This is an optimization exercise on Yosys and OpenROAD, whose aim is small area, not a production implementation.
Only simulation tests tie the RTL to the original design; equivalence was not proved.
No activity file was given, so power comes from the tool's default toggle rates.

## juniper
// GPIO_demo
module GPIO_demo (
    SW, BTN, CLK, RST, LED, UART_TXD,
    RGB0_Red, RGB0_Green, RGB0_Blue,
    RGB1_Red, RGB1_Green, RGB1_Blue,
    RGB2_Red, RGB2_Green, RGB2_Blue,
    RGB3_Red, RGB3_Green, RGB3_Blue
);
clock: 10.0 ns
lec_check: 0
cap_margin: 20
core_margin: 2
core_utilization: 65
place_density: 0.8
slew_margin: 20
standard.sh (not shown) runs the stock make flow with config.mk's settings and CLKGATE_MAP_FILE= SYNTH_SCRIPT=/design/flow/synth_recipe.tcl, a recipe that flattens the netlist after the stock synthesis.
==> flow/flow/run.sh <==
#!/bin/bash
# Layout flow: the standard synthesis, then a stronger ABC re-mapping of the
# combinational logic (registers are kept as they are), then the standard ORFS
# flow from floorplan to finish with smaller port buffers and a leaner clock tree.
# Each tool's full output goes to a log file in the work folder.
set -euo pipefail
WORK=$(pwd)
RES=$WORK/orfs/results/$FLOW_PLATFORM/GPIO_demo/base

bash standard.sh synth > $WORK/log_1_standard_synth.txt 2>&1

cp $RES/1_2_yosys.v $RES/1_2_yosys_standard.v
REOPT_IN=$RES/1_2_yosys_standard.v REOPT_OUT=$RES/1_2_yosys.v \
  REOPT_SCRIPT=$WORK/flow/deep.script \
  yosys -c $WORK/flow/reopt.tcl > $WORK/log_2_reopt.txt 2>&1

export BUFFER_PORTS_ARGS="-buffer_cell sky130_fd_sc_hd__buf_1"
if [[ -f $WORK/flow/cts_args.txt ]]; then
  export CTS_ARGS="$(cat $WORK/flow/cts_args.txt)"
fi
bash standard.sh finish > $WORK/log_3_standard_finish.txt 2>&1
==> flow/flow/cts_args.txt <==
-sink_clustering_enable -repair_clock_nets -dont_use_dummy_load -buf_list sky130_fd_sc_hd__clkbuf_8
==> flow/flow/deep.script <==
strash
&get -n
&deepsyn -T 60
&put
dch -f
amap
==> flow/flow/reopt.tcl <==
# Re-map the combinational logic of the standard synthesis netlist with a
# stronger ABC script. Flip-flop cells stay as they are (same names, same cells).
yosys -import
set lib $::env(FLOW_HOME)/platforms/$::env(FLOW_PLATFORM)/lib/sky130_fd_sc_hd__tt_025C_1v80.lib
set top $::env(FLOW_TOP)

read_liberty -ignore_miss_func $lib
blackbox sky130_fd_sc_hd__df* sky130_fd_sc_hd__edf* sky130_fd_sc_hd__sdf* sky130_fd_sc_hd__dl*
read_verilog $::env(REOPT_IN)
hierarchy -top $top
flatten
opt -purge
tee -o $::env(REOPT_OUT).before_stat.txt stat
abc -script $::env(REOPT_SCRIPT) -liberty $lib \
  -dont_use sky130_fd_sc_hd__lpflow_* -dont_use sky130_fd_sc_hd__probe* \
  -dont_use sky130_fd_sc_hd__clkdly* -dont_use sky130_fd_sc_hd__dlygate* \
  -dont_use sky130_fd_sc_hd__dlymetal* -dont_use sky130_fd_sc_hd__clkbuf* \
  -dont_use sky130_fd_sc_hd__clkinv*
read_liberty -lib -overwrite $lib
hierarchy -top $top
opt_clean -purge
hilomap -singleton -hicell sky130_fd_sc_hd__conb_1 HI -locell sky130_fd_sc_hd__conb_1 LO
insbuf -buf sky130_fd_sc_hd__buf_4 A X
splitnets
opt_clean -purge
check -assert -mapped
tee -o $::env(REOPT_OUT).stat.txt stat -liberty $lib
write_verilog -noattr -nohex -nodec $::env(REOPT_OUT)
juniper: flow completed, timing, DRC and antenna clean
Edits applied to the flow inputs when going from juniper to fjord:
==> flow/flow/run.sh <==
#!/bin/bash
# Layout flow: the standard synthesis, then a stronger ABC re-mapping of the
# combinational logic (registers are kept as they are: same names, same cells),
# then the standard ORFS flow from floorplan to finish, with smaller port buffers
# and clock tree settings from flow/cts_args.txt.
# Each tool's full output goes to a log file of its own in the work folder.
set -euo pipefail
WORK=$(pwd)
RES=$WORK/orfs/results/$FLOW_PLATFORM/GPIO_demo/base
SEEDS="${REOPT_SEEDS:-1 2 3 4}"
DEEP_T="${REOPT_T:-240}"

bash standard.sh synth > $WORK/log_1_standard_synth.txt 2>&1

cp $RES/1_2_yosys.v $RES/1_2_yosys_standard.v
# several ABC runs with different seeds in parallel; keep the smallest result
for s in $SEEDS; do
  sed -e "s/@T@/$DEEP_T/" -e "s/@S@/$s/" $WORK/flow/deep.script.in > $WORK/deep_$s.script
  REOPT_IN=$RES/1_2_yosys_standard.v REOPT_OUT=$WORK/reopt_$s.v \
    REOPT_SCRIPT=$WORK/deep_$s.script \
    yosys -c $WORK/flow/reopt.tcl > $WORK/log_2_reopt_seed$s.txt 2>&1 &
done
wait
best=""; best_area=""
for s in $SEEDS; do
  [[ -f $WORK/reopt_$s.v.stat.txt ]] || continue
  a=$(awk '/Chip area/ {print $NF}' $WORK/reopt_$s.v.stat.txt)
  echo "seed $s area $a" >> $WORK/log_2_reopt_choice.txt
  if [[ -z "$best" ]] || awk -v a=$a -v b=$best_area 'BEGIN {exit !(a < b)}'; then best=$s; best_area=$a; fi
done
echo "chosen seed $best area $best_area" >> $WORK/log_2_reopt_choice.txt
cp $WORK/reopt_$best.v $RES/1_2_yosys.v

export BUFFER_PORTS_ARGS="-buffer_cell sky130_fd_sc_hd__buf_1"
if [[ -f $WORK/flow/cts_args.txt ]]; then
  export CTS_ARGS="$(cat $WORK/flow/cts_args.txt)"
fi
bash standard.sh finish > $WORK/log_3_standard_finish.txt 2>&1
==> flow/flow/deep.script.in (new file) <==
strash
&get -n
&deepsyn -T @T@ -S @S@
&put
dch -f
amap
removed: flow/flow/deep.script
Findings:
Re net switching fraction of the power: fjord is 1.5 points down on juniper. Smallest setup slack after layout is lower on juniper. Summary of fjord over juniper: flip-flop and latch count barely changed; power decreased by about 3.5% relative to the old numbers. Number of global-route vias before repair shrinks by a few percent when moving from juniper to fjord. Global-route usage, juniper and fjord, lower one = fjord.

* * *

GPIO_demo again, from the RTL that the note above started with.
clock: 10.0 ns
lec_check: 0
cap_margin: 20
core_margin: 2
core_utilization: 40
slew_margin: 20
run.sh (not shown) runs the stock make flow with config.mk's settings and CLKGATE_MAP_FILE= SYNTH_SCRIPT=/design/flow/synth_recipe.tcl, a recipe that flattens the netlist after the stock synthesis.
Stock flow here: none of the scripts above is used.
The baseline completed with no timing, DRC or antenna violations.
Rerun with:
==> flow/flow/run.sh (new file) <==
#!/bin/bash
# Layout flow: the standard synthesis, then a stronger ABC re-mapping of the
# combinational logic (registers are kept as they are), then the standard ORFS
# flow from floorplan to finish with smaller port buffers and a leaner clock tree.
# Each tool's full output goes to a log file in the work folder.
set -euo pipefail
WORK=$(pwd)
RES=$WORK/orfs/results/$FLOW_PLATFORM/GPIO_demo/base

bash standard.sh synth > $WORK/log_1_standard_synth.txt 2>&1

cp $RES/1_2_yosys.v $RES/1_2_yosys_standard.v
REOPT_IN=$RES/1_2_yosys_standard.v REOPT_OUT=$RES/1_2_yosys.v \
  REOPT_SCRIPT=$WORK/flow/deep.script \
  yosys -c $WORK/flow/reopt.tcl > $WORK/log_2_reopt.txt 2>&1

export BUFFER_PORTS_ARGS="-buffer_cell sky130_fd_sc_hd__buf_1"
if [[ -f $WORK/flow/cts_args.txt ]]; then
  export CTS_ARGS="$(cat $WORK/flow/cts_args.txt)"
fi
bash standard.sh finish > $WORK/log_3_standard_finish.txt 2>&1
==> flow/flow/cts_args.txt (new file) <==
-sink_clustering_enable -repair_clock_nets -dont_use_dummy_load -buf_list sky130_fd_sc_hd__clkbuf_8 -sink_clustering_size 30 -sink_clustering_max_diameter 100
==> flow/flow/deep.script (new file) <==
strash
&get -n
&deepsyn -T 60
&put
dch -f
amap
==> flow/flow/reopt.tcl (new file) <==
# Re-map the combinational logic of the standard synthesis netlist with a
# stronger ABC script. Flip-flop cells stay as they are (same names, same cells).
yosys -import
set lib $::env(FLOW_HOME)/platforms/$::env(FLOW_PLATFORM)/lib/sky130_fd_sc_hd__tt_025C_1v80.lib
set top $::env(FLOW_TOP)

read_liberty -ignore_miss_func $lib
blackbox sky130_fd_sc_hd__df* sky130_fd_sc_hd__edf* sky130_fd_sc_hd__sdf* sky130_fd_sc_hd__dl*
read_verilog $::env(REOPT_IN)
hierarchy -top $top
flatten
opt -purge
tee -o $::env(REOPT_OUT).before_stat.txt stat
abc -script $::env(REOPT_SCRIPT) -liberty $lib \
  -dont_use sky130_fd_sc_hd__lpflow_* -dont_use sky130_fd_sc_hd__probe* \
  -dont_use sky130_fd_sc_hd__clkdly* -dont_use sky130_fd_sc_hd__dlygate* \
  -dont_use sky130_fd_sc_hd__dlymetal* -dont_use sky130_fd_sc_hd__clkbuf* \
  -dont_use sky130_fd_sc_hd__clkinv*
read_liberty -lib -overwrite $lib
hierarchy -top $top
opt_clean -purge
hilomap -singleton -hicell sky130_fd_sc_hd__conb_1 HI -locell sky130_fd_sc_hd__conb_1 LO
insbuf -buf sky130_fd_sc_hd__buf_4 A X
splitnets
opt_clean -purge
check -assert -mapped
tee -o $::env(REOPT_OUT).stat.txt stat -liberty $lib
write_verilog -noattr -nohex -nodec $::env(REOPT_OUT)
==> flow/standard.sh (new file) <==
#!/bin/bash
# synth_recipe.tcl (not shown) runs the flow's synth.tcl, then flattens the netlist and writes it again
# the make line also repeats each setting of config.mk as NAME=value (left out here)
make -C /OpenROAD-flow-scripts/flow DESIGN_CONFIG=/design/flow/config.mk WORK_HOME=/design/flow/orfs CLKGATE_MAP_FILE= SYNTH_SCRIPT=/design/flow/synth_recipe.tcl "${@:-finish}"
removed: flow/run.sh
Via count goes down by 12%.
Clock skew came out higher by 0.017 ns.
Global-route usage climbs by 1.7 points.
Fmax rises by 0.32%.
Routed wire length drops by about 16%.
Sequential power drops by 9.4%.
Design area drops by 24%.
Worst setup slack gets better by 0.016 ns.
Non-clock buffer count went up by 1.

==> separate check: timing with driven ports <==
No port has a modelled driver above. Below, the same layouts with a new extraction and two added sets of constraints.
Step 1, drivers: a clkbuf_16 drives CLK and a buf_2 each remaining input, both assumed.
Step 2 times the ports against the registers' clock, not the clock port: input delays grow and output delays shrink by t, the midpoint of the rising clock arrivals with the driver on.
Slacks: ideal ports / drivers / drivers and shift; pairs: ideal ports / drivers.
run | t, ns | setup WS [ns] | worst hold slack (ns) | worst setup path at the end | worst data-port slew with drivers (ns)
juniper | 0.371 | 4.895 / 4.864 / 5.235 | 0.385 / 0.385 / 0.385 | register to output | 0.07
fjord | 0.368 | 5.434 / 5.405 / 5.773 | 0.381 / 0.381 / 0.381 | register to output | 0.06
the first run of note 2 | 0.367 | 4.882 / 4.846 / 5.213 | 0.382 / 0.382 / 0.382 | register to output | 0.06
the second run of note 2 | 0.368 | 4.898 / 4.867 / 5.235 | 0.381 / 0.381 / 0.381 | register to output | 0.07
After both steps setup and hold are still met in every run listed.
